Background: an optimization exercise with open tools, aiming at small area and a short achievable clock period. Do not read the settings as production practice. In this exercise RTL edits were held to simulation tests only and were not proved equivalent to the original.

==> flow/design.v <==
module predec3n (
    input  logic [2:0] a,
    input  logic [2:0] a_n,
    input  logic       en_a,
    input  logic [7:0] qd,
    output logic [7:0] yn
);
    genvar j;
    generate
        for (j = 0; j < 8; j++) begin : g_j
            g_a41oi u (.a(en_a),
                       .b(j[2] ? a[2] : a_n[2]),
                       .c(j[1] ? a[1] : a_n[1]),
                       .d(j[0] ? a[0] : a_n[0]),
                       .e(qd[j]), .y(yn[j]));
        end
    endgenerate
endmodule
module ao8 (
    input  logic [7:0] d,
    input  logic [7:0] s,
    output logic       y
);
    assign y = |(d & s);
endmodule
module rdbit (
    input  logic [63:0] d,
    input  logic [63:0] rsel,
    output logic        y
);
    logic [7:0] s;
    logic [3:0] t;
    genvar k;
    generate
        for (k = 0; k < 8; k++) begin : g_s
            ao8 u (.d(d[8*k+7:8*k]), .s(rsel[8*k+7:8*k]), .y(s[k]));
        end
        for (k = 0; k < 4; k++) begin : g_t
            g_nor2 u (.a(s[2*k]), .b(s[2*k+1]), .y(t[k]));
        end
    endgenerate
    g_nand4 u_y (.a(t[0]), .b(t[1]), .c(t[2]), .d(t[3]), .y(y));
endmodule
module g_inv   (input logic a, output logic y);                   assign y = !a;                          endmodule
module g_or2   (input logic a, b, output logic y);                assign y = a || b;                      endmodule
module g_nor2  (input logic a, b, output logic y);                assign y = !(a || b);                   endmodule
module g_nand2 (input logic a, b, output logic y);                assign y = !(a && b);                   endmodule
module g_nor3  (input logic a, b, c, output logic y);             assign y = !(a || b || c);              endmodule
module g_nand3 (input logic a, b, c, output logic y);             assign y = !(a && b && c);              endmodule
module g_nand4 (input logic a, b, c, d, output logic y);          assign y = !(a && b && c && d);         endmodule
module g_xnor2 (input logic a, b, output logic y);                assign y = !(a ^ b);                    endmodule
module g_aoi22 (input logic a0, b0, a1, b1, output logic y);      assign y = !((a0 && b0) || (a1 && b1)); endmodule
module g_aoi222 (input logic a0, b0, a1, b1, a2, b2, output logic y);
    assign y = !((a0 && b0) || (a1 && b1) || (a2 && b2));
endmodule
module g_a41oi (input logic a, b, c, d, e, output logic y);       assign y = !((a && b && c && d) || e);  endmodule
module g_and2  (input logic a, b, output logic y);                assign y = a && b;                      endmodule
module g_a21o  (input logic a, b, c, output logic y);             assign y = (a && b) || c;               endmodule
module g_o21ai (input logic a, b, c, output logic y);             assign y = !((a || b) && c);            endmodule
module g_a31o  (input logic a, b, c, d, output logic y);          assign y = (a && b && c) || d;          endmodule
module g_a32o  (input logic a, b, c, d, e, output logic y);       assign y = (a && b && c) || (d && e);   endmodule
module bist_top #(
    parameter size   = 6,   
    parameter length = 8    
)(
    input  logic               start,
    input  logic               rst,
    input  logic               clk,
    input  logic               csin,
    input  logic               rwbarin,
    input  logic               opr,
    input  logic [size-1:0]    address,
    input  logic [length-1:0]  datain,
    output logic [length-1:0]  dataout,
    output logic               fail
);
    function automatic logic [7:0] pat(input logic [2:0] s);
        case (s)
            3'd0: pat = 8'hAA;
            3'd1: pat = 8'h55;
            3'd2: pat = 8'hF0;
            3'd3: pat = 8'h0F;
            3'd4: pat = 8'h00;
            3'd5: pat = 8'hFF;
            3'd6: pat = 8'hCC;
            default: pat = 8'h33;
        endcase
    endfunction
    logic       test;
    logic [9:0] q;
    logic       cout;
    logic       test_nx;
    logic [9:0] q_nx;
    logic       cout_nx;
    assign test_nx = test ? !cout : start;
    assign {cout_nx, q_nx} = test ? {1'b0, q} + 11'd1 : 11'd0;
    always_ff @(posedge clk or posedge rst) begin
        if (rst)
            test <= 1'b0;
        else
            test <= test_nx;
    end
    always_ff @(posedge clk) begin
        {cout, q} <= {cout_nx, q_nx};
    end
    logic [7:0] ptn;
    assign ptn = pat(q[2:0]);
    logic              cs, we;
    logic [length-1:0] wdata;
    assign cs    = test | csin;
    assign we    = test ? !q[6] : (csin && !rwbarin);
    assign wdata = test ? ptn : datain;
    logic       ntest, en_wr;
    logic [5:0] address_n;
    logic [7:0] qd_rrow, qd_wrow, qd_col, rrow_n, wrow_n, col_n;
    assign ntest = !test;
    assign en_wr = ntest && csin && !rwbarin;
    always_comb
        for (int j = 0; j < 8; j++) begin
            qd_rrow[j] = test && (q[5:3] == j);
            qd_wrow[j] = test && !q[6] && (q[5:3] == j);
            qd_col[j]  = test && (q[2:0] == j);
        end
    genvar ga;
    generate
        for (ga = 0; ga < size; ga++) begin : g_ainv
            g_inv u (.a(address[ga]), .y(address_n[ga]));
        end
    endgenerate
    predec3n u_prrow (.a(address[5:3]), .a_n(address_n[5:3]), .en_a(ntest), .qd(qd_rrow), .yn(rrow_n));
    predec3n u_pwrow (.a(address[5:3]), .a_n(address_n[5:3]), .en_a(en_wr), .qd(qd_wrow), .yn(wrow_n));
    predec3n u_pcol  (.a(address[2:0]), .a_n(address_n[2:0]), .en_a(ntest), .qd(qd_col),  .yn(col_n));
    genvar gw;
    logic [63:0] rsel, wsel;
    generate
        for (gw = 0; gw < 64; gw++) begin : g_sel
            g_nor2 u_r (.a(rrow_n[gw/8]), .b(col_n[gw%8]), .y(rsel[gw]));
            g_nor2 u_w (.a(wrow_n[gw/8]), .b(col_n[gw%8]), .y(wsel[gw]));
        end
    endgenerate
    logic [length-1:0] ram [0:63];
    always_ff @(posedge clk) begin
        for (int w = 0; w < 64; w++)
            if (wsel[w])
                ram[w] <= wdata;
    end
    logic [length-1:0] rd;
    genvar gb, gx;
    generate
        for (gb = 0; gb < length; gb++) begin : g_rd
            logic [63:0] col;
            for (gx = 0; gx < 64; gx++) begin : g_w
                assign col[gx] = ram[gx][gb];
            end
            rdbit u_rd (.d(col), .rsel(rsel), .y(rd[gb]));
        end
    endgenerate
    logic [length-1:0] rdata;
    always_ff @(posedge clk) begin
        if (cs)
            rdata <= we ? wdata : rd;
    end
    logic [7:0] ptn_nx, mism_n;
    logic       chk_n, fa_lo_d, fa_hi_d;
    assign ptn_nx = pat(q_nx[2:0]);
    assign chk_n  = !(test && !cout && q[6] && q_nx[6]);
    generate
        for (gb = 0; gb < length; gb++) begin : g_cmp
            g_xnor2 u (.a(rd[gb]), .b(ptn_nx[gb]), .y(mism_n[gb]));
        end
    endgenerate
    g_a41oi u_falo (.a(mism_n[0]), .b(mism_n[1]), .c(mism_n[2]), .d(mism_n[3]), .e(chk_n), .y(fa_lo_d));
    g_a41oi u_fahi (.a(mism_n[4]), .b(mism_n[5]), .c(mism_n[6]), .d(mism_n[7]), .e(chk_n), .y(fa_hi_d));
    logic rd_t, fa_lo, fa_hi, fa_t, fb;
    always_ff @(posedge clk or posedge rst) begin
        if (rst) begin
            rd_t  <= 1'b0;
            fa_lo <= 1'b0;
            fa_hi <= 1'b0;
            fa_t  <= 1'b0;
            fb    <= 1'b0;
        end else begin
            rd_t  <= test_nx && q_nx[6];
            fa_lo <= fa_lo_d;
            fa_hi <= fa_hi_d;
            fa_t  <= test && !cout && !q[6] && q_nx[6];
            fb    <= test_nx && !q_nx[6] && (q_nx[2:0] != 3'd4);
        end
    end
    logic idle_rd_n;
    g_nand2 u_ird (.a(csin), .b(rwbarin), .y(idle_rd_n));
    genvar go;
    generate
        for (go = 0; go < length; go++) begin : g_out
            logic idle_dn, test_dn;
            assign idle_dn = !(rdata[go] && ntest);
            assign test_dn = !(rdata[go] && rd_t);
            g_o21ai u (.a(idle_rd_n), .b(idle_dn), .c(test_dn), .y(dataout[go]));
        end
    endgenerate
    logic fa;
    assign fa = fa_lo || fa_hi || fa_t;
    g_a32o u_fail (.a(opr), .b(rwbarin), .c(fb), .d(opr), .e(fa), .y(fail));
endmodule
==> flow/config.mk <==
export PLATFORM = sky130hd
export DESIGN_NAME = bist_top
export DESIGN_NICKNAME = bist_top
export VERILOG_FILES = /design/flow/design.v
export SDC_FILE = /design/flow/constraint.sdc
export NUM_CORES = 4
export LEC_CHECK = 0
export CAP_MARGIN = 20
export CORE_MARGIN = 2
export CORE_UTILIZATION = 50
export CTS_BUF_LIST = sky130_fd_sc_hd__clkbuf_8
export CTS_CLUSTER_DIAMETER = 80
export CTS_CLUSTER_SIZE = 14
export SETUP_SLACK_MARGIN = 3.0
export SLEW_MARGIN = 20
export SYNTH_HIERARCHICAL = 1
==> flow/constraint.sdc <==
create_clock -name core_clock -period 6.0 [get_ports {clk}]
set_input_delay 1.2000 -clock core_clock [delete_from_list [all_inputs] [get_ports {clk}]]
set_output_delay 1.2000 -clock core_clock [all_outputs]
set_load 0.01 [all_outputs]
run.sh (not shown) runs the stock make flow with config.mk's settings and CLKGATE_MAP_FILE= SYNTH_SCRIPT=/design/flow/synth_recipe.tcl, a recipe that flattens the netlist after the stock synthesis.
Change:
--- a/flow/design.v
+++ b/flow/design.v
@@ -25,12 +25,16 @@
 endmodule
 module rdbit (
     input  logic [63:0] d,
     input  logic [63:0] rsel,
+    input  logic        wbit,
+    input  logic        byp,
+    output logic        y_rd,
     output logic        y
 );
     logic [7:0] s;
     logic [3:0] t;
+    logic       keep, wb_n;
     genvar k;
     generate
         for (k = 0; k < 8; k++) begin : g_s
             ao8 u (.d(d[8*k+7:8*k]), .s(rsel[8*k+7:8*k]), .y(s[k]));
@@ -38,16 +42,20 @@
         for (k = 0; k < 4; k++) begin : g_t
             g_nor2 u (.a(s[2*k]), .b(s[2*k+1]), .y(t[k]));
         end
     endgenerate
-    g_nand4 u_y (.a(t[0]), .b(t[1]), .c(t[2]), .d(t[3]), .y(y));
+    g_nand4 u_rd (.a(t[0]), .b(t[1]), .c(t[2]), .d(t[3]), .y(y_rd));
+    g_a41o  u_k  (.a(t[0]), .b(t[1]), .c(t[2]), .d(t[3]), .e(byp), .y(keep));
+    g_nand2 u_wb (.a(wbit), .b(byp), .y(wb_n));
+    g_nand2 u_y  (.a(keep), .b(wb_n), .y(y));
 endmodule
 module g_inv   (input logic a, output logic y);                   assign y = !a;                          endmodule
 module g_or2   (input logic a, b, output logic y);                assign y = a || b;                      endmodule
 module g_nor2  (input logic a, b, output logic y);                assign y = !(a || b);                   endmodule
 module g_nand2 (input logic a, b, output logic y);                assign y = !(a && b);                   endmodule
 module g_nor3  (input logic a, b, c, output logic y);             assign y = !(a || b || c);              endmodule
 module g_nand3 (input logic a, b, c, output logic y);             assign y = !(a && b && c);              endmodule
+module g_and4  (input logic a, b, c, d, output logic y);          assign y = a && b && c && d;            endmodule
 module g_nand4 (input logic a, b, c, d, output logic y);          assign y = !(a && b && c && d);         endmodule
 module g_xnor2 (input logic a, b, output logic y);                assign y = !(a ^ b);                    endmodule
 module g_aoi22 (input logic a0, b0, a1, b1, output logic y);      assign y = !((a0 && b0) || (a1 && b1)); endmodule
 module g_aoi222 (input logic a0, b0, a1, b1, a2, b2, output logic y);
@@ -56,8 +64,9 @@
 module g_a41oi (input logic a, b, c, d, e, output logic y);       assign y = !((a && b && c && d) || e);  endmodule
 module g_and2  (input logic a, b, output logic y);                assign y = a && b;                      endmodule
 module g_a21o  (input logic a, b, c, output logic y);             assign y = (a && b) || c;               endmodule
 module g_o21ai (input logic a, b, c, output logic y);             assign y = !((a || b) && c);            endmodule
+module g_a41o  (input logic a, b, c, d, e, output logic y);       assign y = (a && b && c && d) || e;     endmodule
 module g_a31o  (input logic a, b, c, d, output logic y);          assign y = (a && b && c) || d;          endmodule
 module g_a32o  (input logic a, b, c, d, e, output logic y);       assign y = (a && b && c) || (d && e);   endmodule
 module bist_top #(
     parameter size   = 6,   
@@ -143,23 +152,23 @@
         for (int w = 0; w < 64; w++)
             if (wsel[w])
                 ram[w] <= wdata;
     end
-    logic [length-1:0] rd;
+    logic [length-1:0] rd, rd_w;
     genvar gb, gx;
     generate
         for (gb = 0; gb < length; gb++) begin : g_rd
             logic [63:0] col;
             for (gx = 0; gx < 64; gx++) begin : g_w
                 assign col[gx] = ram[gx][gb];
             end
-            rdbit u_rd (.d(col), .rsel(rsel), .y(rd[gb]));
+            rdbit u_rd (.d(col), .rsel(rsel), .wbit(wdata[gb]), .byp(we), .y_rd(rd[gb]), .y(rd_w[gb]));
         end
     endgenerate
     logic [length-1:0] rdata;
     always_ff @(posedge clk) begin
         if (cs)
-            rdata <= we ? wdata : rd;
+            rdata <= rd_w;
     end
     logic [7:0] ptn_nx, mism_n;
     logic       chk_n, fa_lo_d, fa_hi_d;
     assign ptn_nx = pat(q_nx[2:0]);
Outcome: Routed wire length rose by 2.9%; fmax rose by 1.2%; cell area fell by 1.3%; worst setup slack improved by 0.037 ns; via count rose by 2.5%.

==> re-timing with driven ports <==
No port has a modelled driver above. Below, the same layouts with a new extraction and two added sets of constraints.
Step 1 sets driving cells, clkbuf_16 on the clock port and buf_2 on the other inputs (assumed; they add their load-dependent delay and slew).
Step 2 times the ports against the registers' clock, not the clock port: input delays grow and output delays shrink by t, the midpoint of the rising clock arrivals with the driver on.
a / b / c = no drivers / after step 1 / after step 2; a / b = the first two.
run | t (ns) | slack for setup (ns) | hold WS [ns] | worst register clock-pin slew, ns
the first run | 0.674 | 2.917 / 2.917 / 2.263 | 0.468 / 0.468 / 0.468 | 0.10 / 0.10
the second run | 0.688 | 2.955 / 2.955 / 2.324 | 0.469 / 0.469 / 0.469 | 0.10 / 0.10
After both steps every run listed still meets setup and hold. For the first run, which loses most, drivers alone change the setup slack by 0.000 ns; drivers and shift together by -0.654 ns.
